What follows belongs to an exercise in optimizing a design on an open flow for small area; a production flow would make more cautious choices.
RTL that was checked went through simulation tests only; none was proved equivalent to the original.
Power is estimated from default activity; no workload was simulated.

==> run a <==
==> flow/design.v <==
module direc (output1,secs_segments,changed,reset,clk);
output [13:0] secs_segments;
output [6:0] output1;
input changed;
input reset;
input clk;
function [6:0] seg;
input [3:0] d;
begin
  seg[0] = d[3] | d[1] | ~(d[2] ^ d[0]);
  seg[1] = ~d[2] | ~(d[1] ^ d[0]);
  seg[2] = d[2] | ~d[1] | d[0];
  seg[3] = d[3] | (~d[2] & ~d[0]) | (d[1] & ~d[0]) | (~d[2] & d[1]) | (d[2] & ~d[1] & d[0]);
  seg[4] = ~d[0] & (~d[2] | d[1]);
  seg[5] = d[3] | (~d[1] & ~d[0]) | (d[2] & ~d[1]) | (d[2] & ~d[0]);
  seg[6] = d[3] | (d[2] ^ d[1]) | (d[1] & ~d[0]);
end
endfunction
reg       ph2;
reg [2:0] ph7;
reg [1:0] ph3;
wire ph7_6 = ph7[2] & ph7[1];
wire sec_tick  = ~ph2 & ph7_6;
wire scan_tick = ~ph2 & ph3[1];
always @(posedge clk)
if (!reset) begin
  ph2 <= 1'b0; ph7 <= 3'd0; ph3 <= 2'd0;
end else begin
  ph2 <= ~ph2;
  ph7[0] <= ~ph7[0] & ~ph7_6;
  ph7[1] <= (ph7[1] ^ ph7[0]) & ~ph7_6;
  ph7[2] <= (ph7[2] ^ (ph7[1] & ph7[0])) & ~ph7_6;
  ph3 <= {ph3[0], ~ph3[1] & ~ph3[0]};
end
reg [3:0] su, mu, hu;
reg [2:0] st, mt;
reg [1:0] ht;
wire e_su = sec_tick;
wire e_st = e_su & su[3] & su[0];
wire e_mu = e_st & st[2] & st[0];
wire e_mt = e_mu & mu[3] & mu[0];
wire e_hu = e_mt & mt[2] & mt[0];
wire e_ht = e_hu & hu[3] & hu[0];
wire h_wrap = e_hu & ht[1] & hu[1] & hu[0];
always @(posedge clk)
if (!reset) begin
  su <= 4'd0; st <= 3'd0; mu <= 4'd0; mt <= 3'd0; hu <= 4'd0; ht <= 2'd0;
end else begin
  su[0] <= su[0] ^ e_su;
  su[1] <= su[1] ^ (e_su & su[0] & ~su[3]);
  su[2] <= su[2] ^ (e_su & su[0] & su[1]);
  su[3] <= su[3] ^ (e_su & su[0] & (su[3] | (su[1] & su[2])));
  st[0] <= st[0] ^ e_st;
  st[1] <= st[1] ^ (e_st & st[0] & ~st[2]);
  st[2] <= st[2] ^ (e_st & st[0] & (st[2] | st[1]));
  mu[0] <= mu[0] ^ e_mu;
  mu[1] <= mu[1] ^ (e_mu & mu[0] & ~mu[3]);
  mu[2] <= mu[2] ^ (e_mu & mu[0] & mu[1]);
  mu[3] <= mu[3] ^ (e_mu & mu[0] & (mu[3] | (mu[1] & mu[2])));
  mt[0] <= mt[0] ^ e_mt;
  mt[1] <= mt[1] ^ (e_mt & mt[0] & ~mt[2]);
  mt[2] <= mt[2] ^ (e_mt & mt[0] & (mt[2] | mt[1]));
  hu[0] <= hu[0] ^ e_hu;
  hu[1] <= hu[1] ^ (e_hu & hu[0] & ~hu[3]);
  hu[2] <= (hu[2] ^ (e_hu & hu[0] & hu[1])) & ~h_wrap;
  hu[3] <= hu[3] ^ (e_hu & hu[0] & (hu[3] | (hu[1] & hu[2])));
  ht[0] <= ht[0] ^ e_ht;
  ht[1] <= (ht[1] | (e_ht & ht[0])) & ~h_wrap;
end
reg [9:0] pos;
wire p_wrap = scan_tick & pos[9] & pos[8] & pos[7] & pos[2];
wire [9:0] pt;
assign pt[0] = scan_tick;
genvar gi;
generate for (gi = 1; gi < 10; gi = gi + 1) begin : g_pt
  assign pt[gi] = scan_tick & (&pos[gi-1:0]);
end endgenerate
wire [9:0] wrap_clr = {3'b111, 4'b0000, 1'b1, 2'b00} & {10{p_wrap}};
wire low = ~|pos[9:6];
wire [5:0] p = pos[5:0];
wire p1  = low & (p == 6'd1);
wire p5  = low & (p == 6'd5);
wire cap = low & (p == 6'd1 | p == 6'd5 | p == 6'd28 | p == 6'd34 | p == 6'd57 | p == 6'd62);
wire [3:0] sel = p == 6'd1  ? {2'b00, ht} :
                 p == 6'd5  ? hu :
                 p == 6'd28 ? {1'b0, mt} :
                 p == 6'd34 ? mu :
                 p == 6'd57 ? {1'b0, st} : su;
reg [3:0] dig;
reg       show;
reg [1:0] cap_t;    
reg [3:0] cap_u;    
always @(posedge clk)
  if (scan_tick & cap) dig <= sel;
always @(posedge clk)
if (!reset) begin
  pos <= 10'd1;
end else begin
  pos <= (pos ^ pt) & ~wrap_clr;
end
always @(posedge clk)
if (!reset) begin
  show <= 1'b0; cap_t <= 2'd3; cap_u <= 4'd15;
end else if (scan_tick) begin
  show <= cap;
  if (p1) cap_t <= ht;
  if (p5) cap_u <= hu;
end
reg [6:0] ecl;
always @(*) begin
  ecl = 7'b0000000;
  if (low & ~p[5] & p[1] & ~p[0])
    case (p[4:2])
      3'd0: ecl = 7'b1111001;
      3'd1: ecl = 7'b0111001;
      3'd2: ecl = 7'b0111000;
      3'd3: ecl = 7'b0110000;
      3'd4: ecl = 7'b1110011;
      3'd5: ecl = 7'b1101101;
      3'd6: ecl = 7'b1111011;
      default: ecl = 7'b0000000;
    endcase
end
wire show_t = show & ~changed;
assign output1 = ({7{changed}} & ecl) | ({7{show_t}} & seg(dig));
wire [6:0] tens_n = {~cap_t[1] | cap_t[0], cap_t[1] | cap_t[0], cap_t[0], cap_t[0],
                     cap_t[1], cap_t[1] & cap_t[0], cap_t[0]};
wire [6:0] units_n = ~seg(cap_u) | {7{cap_u[3] & cap_u[2]}};
assign secs_segments = {tens_n, units_n};
endmodule
==> flow/flow/run.sh <==
#!/bin/bash
# Layout: the standard flow (standard.sh) with an area-oriented ABC mapping in
# synthesis, unit-size port buffers and a clock tree of clkbuf_4 without dummy loads.
set -euo pipefail
W=$(pwd)
export OWN_WORK=$W
export OWN_ABC_SCRIPT=$W/flow/area.abc
bash standard.sh \
  SYNTH_SCRIPT=$W/flow/own_synth.tcl \
  REMOVE_ABC_BUFFERS=1 \
  "BUFFER_PORTS_ARGS=-buffer_cell sky130_fd_sc_hd__buf_1" \
  "CTS_ARGS=-sink_clustering_enable -repair_clock_nets -dont_use_dummy_load -buf_list sky130_fd_sc_hd__clkbuf_4" \
  finish > $W/make_flow.log 2>&1
==> flow/flow/area.abc <==
strash
&get -n
&deepsyn -T 20
&put
dch -f
amap
mfs2
strash
dch -f
amap
topo
==> flow/flow/own_synth.tcl <==
# The standard flow's synthesis (synth_recipe.tcl) with two changes: Yosys does not extract
# half/full adders, and ABC maps for area with the script named by OWN_ABC_SCRIPT.
# Flip-flops are mapped before ABC runs, so the registers are the standard ones.
proc extract_fa {args} {}
proc abc {args} {
  set i [lsearch -exact $args -script]
  if {$i >= 0} {
    lset args [expr {$i + 1}] $::env(OWN_ABC_SCRIPT)
  }
  yosys abc {*}$args
}
source $::env(OWN_WORK)/synth_recipe.tcl
==> flow/standard.sh <==
#!/bin/bash
# synth_recipe.tcl (not shown) runs the flow's synth.tcl, then flattens the netlist and writes it again
# the make line also repeats each setting of config.mk as NAME=value (left out here)
make -C /OpenROAD-flow-scripts/flow DESIGN_CONFIG=/design/flow/config.mk WORK_HOME=/design/flow/orfs CLKGATE_MAP_FILE= SYNTH_SCRIPT=/design/flow/synth_recipe.tcl "${@:-finish}"
==> flow/config.mk <==
export PLATFORM = sky130hd
export DESIGN_NAME = direc
export DESIGN_NICKNAME = direc
export VERILOG_FILES = /design/flow/design.v
export SDC_FILE = /design/flow/constraint.sdc
export NUM_CORES = 4
export LEC_CHECK = 0
export CAP_MARGIN = 20
export CORE_MARGIN = 2
export CORE_UTILIZATION = 40
export SLEW_MARGIN = 20
==> flow/constraint.sdc <==
create_clock -name core_clock -period 5.0 [get_ports {clk}]
set_input_delay 1.0000 -clock core_clock [delete_from_list [all_inputs] [get_ports {clk}]]
set_output_delay 1.0000 -clock core_clock [all_outputs]
set_load 0.01 [all_outputs]
==> run b (differences from run a) <==
==> flow/design.v, changed modules only <==
module direc (output1,secs_segments,changed,reset,clk);
output [13:0] secs_segments;
output [6:0] output1;
input changed;
input reset;
input clk;
reg       ph2;
reg [2:0] ph7;
reg [1:0] ph3;
wire scan_tick = ~ph2 & ph3[1];
wire sec_inc   = scan_tick & ph7[0];
always @(posedge clk)
if (!reset) begin
  ph2 <= 1'b0; ph7 <= 3'd0; ph3 <= 2'd0;
end else begin
  ph2 <= ~ph2;
  ph7 <= (ph7[2] & ph7[1]) ? 3'd0 : ph7 + 3'd1;
  ph3 <= {ph3[0], ~ph3[1] & ~ph3[0]};
end
reg [3:0] su, mu;
reg [2:0] st, mt;
wire su9 = su[3] & su[0];
wire st5 = st[2] & st[0];
wire mu9 = mu[3] & mu[0];
wire mt5 = mt[2] & mt[0];
wire s_wrap = sec_inc & su9 & st5;
always @(posedge clk)
if (!reset) begin
  su <= 4'd0; st <= 3'd0; mu <= 4'd0; mt <= 3'd0;
end else begin
  if (sec_inc) su <= su9 ? 4'd0 : su + 4'd1;
  if (sec_inc & su9) st <= st5 ? 3'd0 : st + 3'd1;
  if (s_wrap) mu <= mu9 ? 4'd0 : mu + 4'd1;
  if (s_wrap & mu9) mt <= mt5 ? 3'd0 : mt + 3'd1;
end
reg [9:0] pos;
wire pos_end = pos[9] & pos[8] & pos[7] & pos[2];
wire low = ~|pos[9:6];
wire [5:0] p = pos[5:0];
wire p1 = low & (p == 6'd1);
wire p5 = low & (p == 6'd5);
reg [1:0] ht;       
reg [3:0] hu;       
wire new_hour = (mt == 3'd0) & ~mu[3] & ~(mu[2] & mu[1]);
wire tens_carry = (hu[3] & hu[0]) | (ht[1] & hu[1] & hu[0]);
wire units_zero = (hu[3] & hu[0]) | (~ht[1] & ~ht[0] & ~hu[2] & hu[1] & hu[0] & ~mu[2]);
always @(posedge clk)
if (!reset) begin
  pos <= 10'd1; ht <= 2'd3; hu <= 4'd15;
end else if (scan_tick) begin
  pos <= pos_end ? 10'd1 : pos + 10'd1;
  if (p1 & new_hour & tens_carry) ht <= {~ht[1] & ht[0], ~ht[1] & ~ht[0]};
  if (p5 & new_hour) hu <= units_zero ? 4'd0 : hu + 4'd1;
end
function [6:0] seg;
input [3:0] d;
seg = d == 4'd0 ? 7'b0111111 :
      d == 4'd1 ? 7'b0000110 :
      d == 4'd2 ? 7'b1011011 :
      d == 4'd3 ? 7'b1001111 :
      d == 4'd4 ? 7'b1100110 :
      d == 4'd5 ? 7'b1101101 :
      d == 4'd6 ? 7'b1111101 :
      d == 4'd7 ? 7'b0000111 :
      d == 4'd8 ? 7'b1111111 :
      d == 4'd9 ? 7'b1101111 : 7'b0000000;
endfunction
wire [3:0] dig = p == 6'd2  ? {2'b00, ht} :
                 p == 6'd6  ? hu :
                 p == 6'd29 ? {1'b0, mt} :
                 p == 6'd35 ? mu :
                 p == 6'd58 ? {1'b0, st} :
                 p == 6'd63 ? su : 4'd15;
wire [6:0] tim = low ? seg(dig) : 7'b0000000;
reg [6:0] ecl;
always @(*) begin
  ecl = 7'b0000000;
  if (low & ~p[5] & p[1] & ~p[0])
    case (p[4:2])
      3'd0: ecl = 7'b1111001;
      3'd1: ecl = 7'b0111001;
      3'd2: ecl = 7'b0111000;
      3'd3: ecl = 7'b0110000;
      3'd4: ecl = 7'b1110011;
      3'd5: ecl = 7'b1101101;
      3'd6: ecl = 7'b1111011;
      default: ecl = 7'b0000000;
    endcase
end
assign output1 = changed ? ecl : tim;
assign secs_segments = {~(ht[1] & ht[0] ? 7'b0000000 : seg({2'b00, ht})), ~(hu[3] & hu[2] ? 7'b0000000 : seg(hu))};
endmodule
==> flow/run.sh (new file) <==
#!/bin/bash
# synth_recipe.tcl (not shown) runs the flow's synth.tcl, then flattens the netlist and writes it again
# the make line also repeats each setting of config.mk as NAME=value (left out here)
make -C /OpenROAD-flow-scripts/flow DESIGN_CONFIG=/design/flow/config.mk WORK_HOME=/design/flow/orfs CLKGATE_MAP_FILE= SYNTH_SCRIPT=/design/flow/synth_recipe.tcl finish
removed: flow/flow/run.sh
removed: flow/flow/area.abc
removed: flow/flow/own_synth.tcl
removed: flow/standard.sh
==> notes.md <==
| quantity | run a | run b |
|---|---|---|
| Slowest-stage cell, CP | sky130_fd_sc_hd__or4_1 | sky130_fd_sc_hd__dfxtp_1 |
| Maximum fanout along the worst path | 5 | 20 |
| R2R Setup Slk | 2.17 ns | 2.85 ns |
| Pwr per Cell Area | 251 mW/mm² | 199 mW/mm² |
| Clock Sink Count | 47 | 36 |
| Placement Cell Area | 0.00228 mm² | 0.00272 mm² |
| Sequential cell count | 47 | 36 |
| Worst IR drop on VDD | 0.0965 mV | 0.132 mV |
| Outcome | timing/DRC/antenna clean | timing/DRC/antenna clean |
| Avg WL per Cell | 11.1 µm | 13.4 µm |
| Total Die Area | 0.00587 mm² | 0.00689 mm² |
| Synth cell types | 30 | 64 |
| Post-synthesis register bit count | 47 | 36 |
| Worst-skew pair later-pin latency | 0.35 ns | 0.29 ns |
| Clk pwr share | 26.0% | 39.3% |
| GPL Wtd Cong | 0.822 | 0.812 |
The RTL of run a was laid out without a check of its function.

port drivers added, routing unchanged:
Ports are ideal in the flow. The routed layouts listed here were re-timed in OpenROAD. Step 1: set_driving_cell puts a clkbuf_16 on clk and a buf_2 on each other input, an assumption about the parent block. Step 2 adds t to the input delays and takes it off the output delays; t is the mean of the earliest and latest rising clock arrival at the registers after step 1. Input paths then give back, and output paths get back, about the clock's delay inside the block. Slacks: ideal ports / drivers / drivers and shift; pairs: ideal ports / drivers.
run | t, ns | slack for setup (ns) | worst setup path after step 2
run a | 0.367 | 1.878 / 1.852 / 1.991 | input to output
run b | 0.316 | 0.836 / 0.808 / 1.024 | input to output
After both steps setup and hold are still met in every run listed.
